Source: an optimization exercise on an open RTL-to-GDS flow (aim: small area, a short achievable clock period and few clock cycles per item). Production flows keep margins and buffers that such runs may drop.
Function was checked by simulation only, so behaviour that the tests miss may differ from the original.

Setup of branch harbor:
## MCH
module MCH (
    input               clk,
    input               reset,
    input       [ 7:0]  X,
    input       [ 7:0]  Y,
    output              Done,
    output      [16:0]  area
);
localparam N = 20;
localparam S_READ = 2'd0, S_WAIT = 2'd1, S_SCAN = 2'd2, S_DONE = 2'd3;
reg  [1:0] state;
reg  [4:0] icnt;
reg  [2:0] scnt;      
reg        ph;        
reg  [7:0] px, py;
reg        pv;
reg  [7:0] ex [0:N-1];
reg  [7:0] ey [0:N-1];
reg  [N-1:0] val, nNE, nNW, nSE, nSW;
function [1:0] cmp8;   
    input [7:0] a, b;
    integer k;
    reg l, e;
    begin
        l = 1'b0; e = 1'b1;
        for (k = 7; k >= 0; k = k - 1) begin
            l = l | (e & ~a[k] & b[k]);
            e = e & ~(a[k] ^ b[k]);
        end
        cmp8 = {l, e};
    end
endfunction
wire [N-1:0] lt_x, eq_x, lt_y, eq_y;
genvar g;
generate for (g = 0; g < N; g = g + 1) begin : cmp
    assign {lt_x[g], eq_x[g]} = cmp8(ex[g], px);
    assign {lt_y[g], eq_y[g]} = cmp8(ey[g], py);
end endgenerate
wire [N-1:0] le_x = lt_x | eq_x;
wire [N-1:0] le_y = lt_y | eq_y;
wire [N-1:0] eq_p = eq_x & eq_y;
  ...
clock: 13.0 ns
lec_check: 0
cap_margin: 20
core_margin: 2
core_utilization: 25
cts_cluster_diameter: 100
cts_cluster_size: 20
place_density: 0.45
slew_margin: 20
run.sh (not shown) runs the stock make flow with config.mk's settings and CLKGATE_MAP_FILE= SYNTH_SCRIPT=/design/flow/synth_recipe.tcl, a recipe that flattens the netlist after the stock synthesis.
Testbench counts of branch harbor, summed over its fixed seeds: cycles 15,977, hulls 384.
--- input diff branch harbor..branch ember ---
# branch harbor
export LEC_CHECK = 0
export CAP_MARGIN = 20
export CORE_MARGIN = 2
export CORE_UTILIZATION = 25
export CTS_CLUSTER_DIAMETER = 100
export CTS_CLUSTER_SIZE = 20
export PLACE_DENSITY = 0.45
export SLEW_MARGIN = 20
create_clock -name core_clock -period 13.0 [get_ports {clk}]
# branch ember
export LEC_CHECK = 0
export ABC_AREA = 1
export CAP_MARGIN = 20
export CORE_MARGIN = 2
export CORE_UTILIZATION = 35
export CTS_CLUSTER_DIAMETER = 100
export CTS_CLUSTER_SIZE = 20
export PLACE_DENSITY = 0.55
export SLEW_MARGIN = 20
export TNS_END_PERCENT = 50
create_clock -name core_clock -period 13.0 [get_ports {clk}]
==> flow/flow/run.sh (new file) <==
#!/bin/bash
# Layout flow: the standard flow (standard synthesis, floorplan, placement,
# CTS, routing) unchanged, except that ORFS's timing repair (after CTS and after
# global routing) is asked to leave 9.3 ns of setup slack instead of 0, so that it
# also speeds up paths that already meet the 13 ns clock. The clock, the I/O
# constraints and everything else are the design's.
set -uo pipefail
cp standard.sh standard_sh.copy.log
export SETUP_SLACK_MARGIN=9.3
bash standard.sh > standard.log 2>&1
==> flow/standard.sh (new file) <==
#!/bin/bash
# synth_recipe.tcl (not shown) runs the flow's synth.tcl, then flattens the netlist and writes it again
# the make line also repeats each setting of config.mk as NAME=value (left out here)
make -C /OpenROAD-flow-scripts/flow DESIGN_CONFIG=/design/flow/config.mk WORK_HOME=/design/flow/orfs CLKGATE_MAP_FILE= SYNTH_SCRIPT=/design/flow/synth_recipe.tcl "${@:-finish}"
removed: flow/run.sh
### Flow results
branch ember: no failed stages, no open violations at the end. Min core occupancy in the finished layout across branch ember and branch harbor: branch harbor. Required time at the endpoint of the critical path in branch ember vs branch harbor: down 3.23 ns. | cell area | branch ember vs branch harbor | worse |. Synthesized cell count, branch ember vs branch harbor: up by more than a quarter. Number of global-route vias before repair of branch ember exceeds that of branch harbor by more than 10%. Top layer used by detailed routing: met5 -> branch ember, met4 -> branch harbor. Of branch ember and branch harbor, the run reporting the lower final cell count was branch harbor.

* * *

garnet:
MCH again, from the RTL that the note above started with.
clock: 13.0 ns
lec_check: 0
abc_area: 1
cap_margin: 20
core_margin: 2
core_utilization: 35
cts_cluster_diameter: 100
cts_cluster_size: 20
gpl_timing_driven: 0
place_density: 0.55
slew_margin: 20
standard.sh (not shown) runs the stock make flow with config.mk's settings and CLKGATE_MAP_FILE= SYNTH_SCRIPT=/design/flow/synth_recipe.tcl, a recipe that flattens the netlist after the stock synthesis.
==> flow/flow/run.sh <==
#!/bin/bash
# Layout flow: the standard flow (standard synthesis, floorplan, placement,
# CTS, routing) unchanged, except that ORFS's timing repair (after CTS and after
# global routing) is asked to leave 9.3 ns of setup slack instead of 0, so that it
# also speeds up paths that already meet the 13 ns clock. The clock, the I/O
# constraints and everything else are the design's.
set -uo pipefail
cp standard.sh standard_sh.copy.log
export SETUP_SLACK_MARGIN=9.3
bash standard.sh > standard.log 2>&1
garnet finished all stages; the layout is clean.
Testbench counts of garnet, summed over its fixed seeds: cycles 15,977, hulls 384.
--- input diff garnet..quartz ---
Settings: GPL_TIMING_DRIVEN no longer set, was 0; ABC_AREA no longer set, was 1; CTS_CLUSTER_SIZE now 25, was 20; CTS_CLUSTER_DIAMETER now 80, was 100.
diff --git a/flow/flow/run.sh b/flow/flow/run.sh
--- a/flow/flow/run.sh
+++ b/flow/flow/run.sh
@@ -4 +4 @@
-# global routing) is asked to leave 9.3 ns of setup slack instead of 0, so that it
+# global routing) is asked to leave 9 ns of setup slack instead of 0, so that it
@@ -9 +9 @@
-export SETUP_SLACK_MARGIN=9.3
+export SETUP_SLACK_MARGIN=9
## What came out
quartz closes out successfully: all stages finished, all timing, DRC and antenna checks passed. [diff] total non-filler cell area in the finished layout, quartz relative to garnet: improvement. Comparing quartz against garnet, there is no change at all in clock net sink count. | fraction of final layout cells sized beyond drive strength 1 | quartz vs garnet | 0.15 points lower |. Diff garnet -> quartz: tap cell count now sits lower. Layout overhead on the synthesized area on quartz is down relative to garnet. Against garnet, quartz comes in 1 lower on number of search-and-repair iterations in the first detailed-routing pass. Changes observed in quartz relative to garnet: compound-cell area share of the yosys netlist saw an increase, core occupancy in the finished layout saw a decrease.
Input changes introduced in fjord (baseline for comparison: quartz):
Settings: an added ABC_AREA of 1; a change of CTS_CLUSTER_SIZE from 25 to 20; a change of CTS_CLUSTER_DIAMETER from 80 to 100.
diff --git a/flow/flow/run.sh b/flow/flow/run.sh
--- a/flow/flow/run.sh
+++ b/flow/flow/run.sh
@@ -4 +4 @@
-# global routing) is asked to leave 9 ns of setup slack instead of 0, so that it
+# global routing) is asked to leave 9.3 ns of setup slack instead of 0, so that it
@@ -9 +9 @@
-export SETUP_SLACK_MARGIN=9
+export SETUP_SLACK_MARGIN=9.3
Notes after the runs:
Re clock buffer instance count of the final layout: quartz and fjord aren't equal, and the higher value belongs to fjord. The worst setup slack of fjord is higher than that of quartz. fjord vs quartz: combined area of all synthesized cells up by a few percent.

==> port drivers added, routing unchanged <==
The flow's constraints put no driver on any port. The routed layouts listed below were extracted and timed again, unchanged, in two steps. Step 1 assumes that a clkbuf_16 drives the clock port and a buf_2 every other input. Step 2 times the ports against the registers' clock, not the clock port: input delays grow and output delays shrink by t, the midpoint of the rising clock arrivals with the driver on. Slacks: ideal ports / drivers / drivers and shift; pairs: ideal ports / drivers.
run	t (ns)	slack for setup (ns)	worst data-port slew with drivers (ns)	cell pins on the clock port's net
branch harbor	0.818	7.422 / 7.422 / 7.422	0.12	1
branch ember	0.829	9.125 / 9.037 / 9.249	0.04	1
garnet	0.835	9.055 / 8.965 / 9.128	0.04	1
quartz	0.801	8.882 / 8.882 / 8.882	0.07	1
fjord	0.812	9.162 / 9.067 / 9.242	0.04	1
After both steps setup and hold are still met in every run listed.
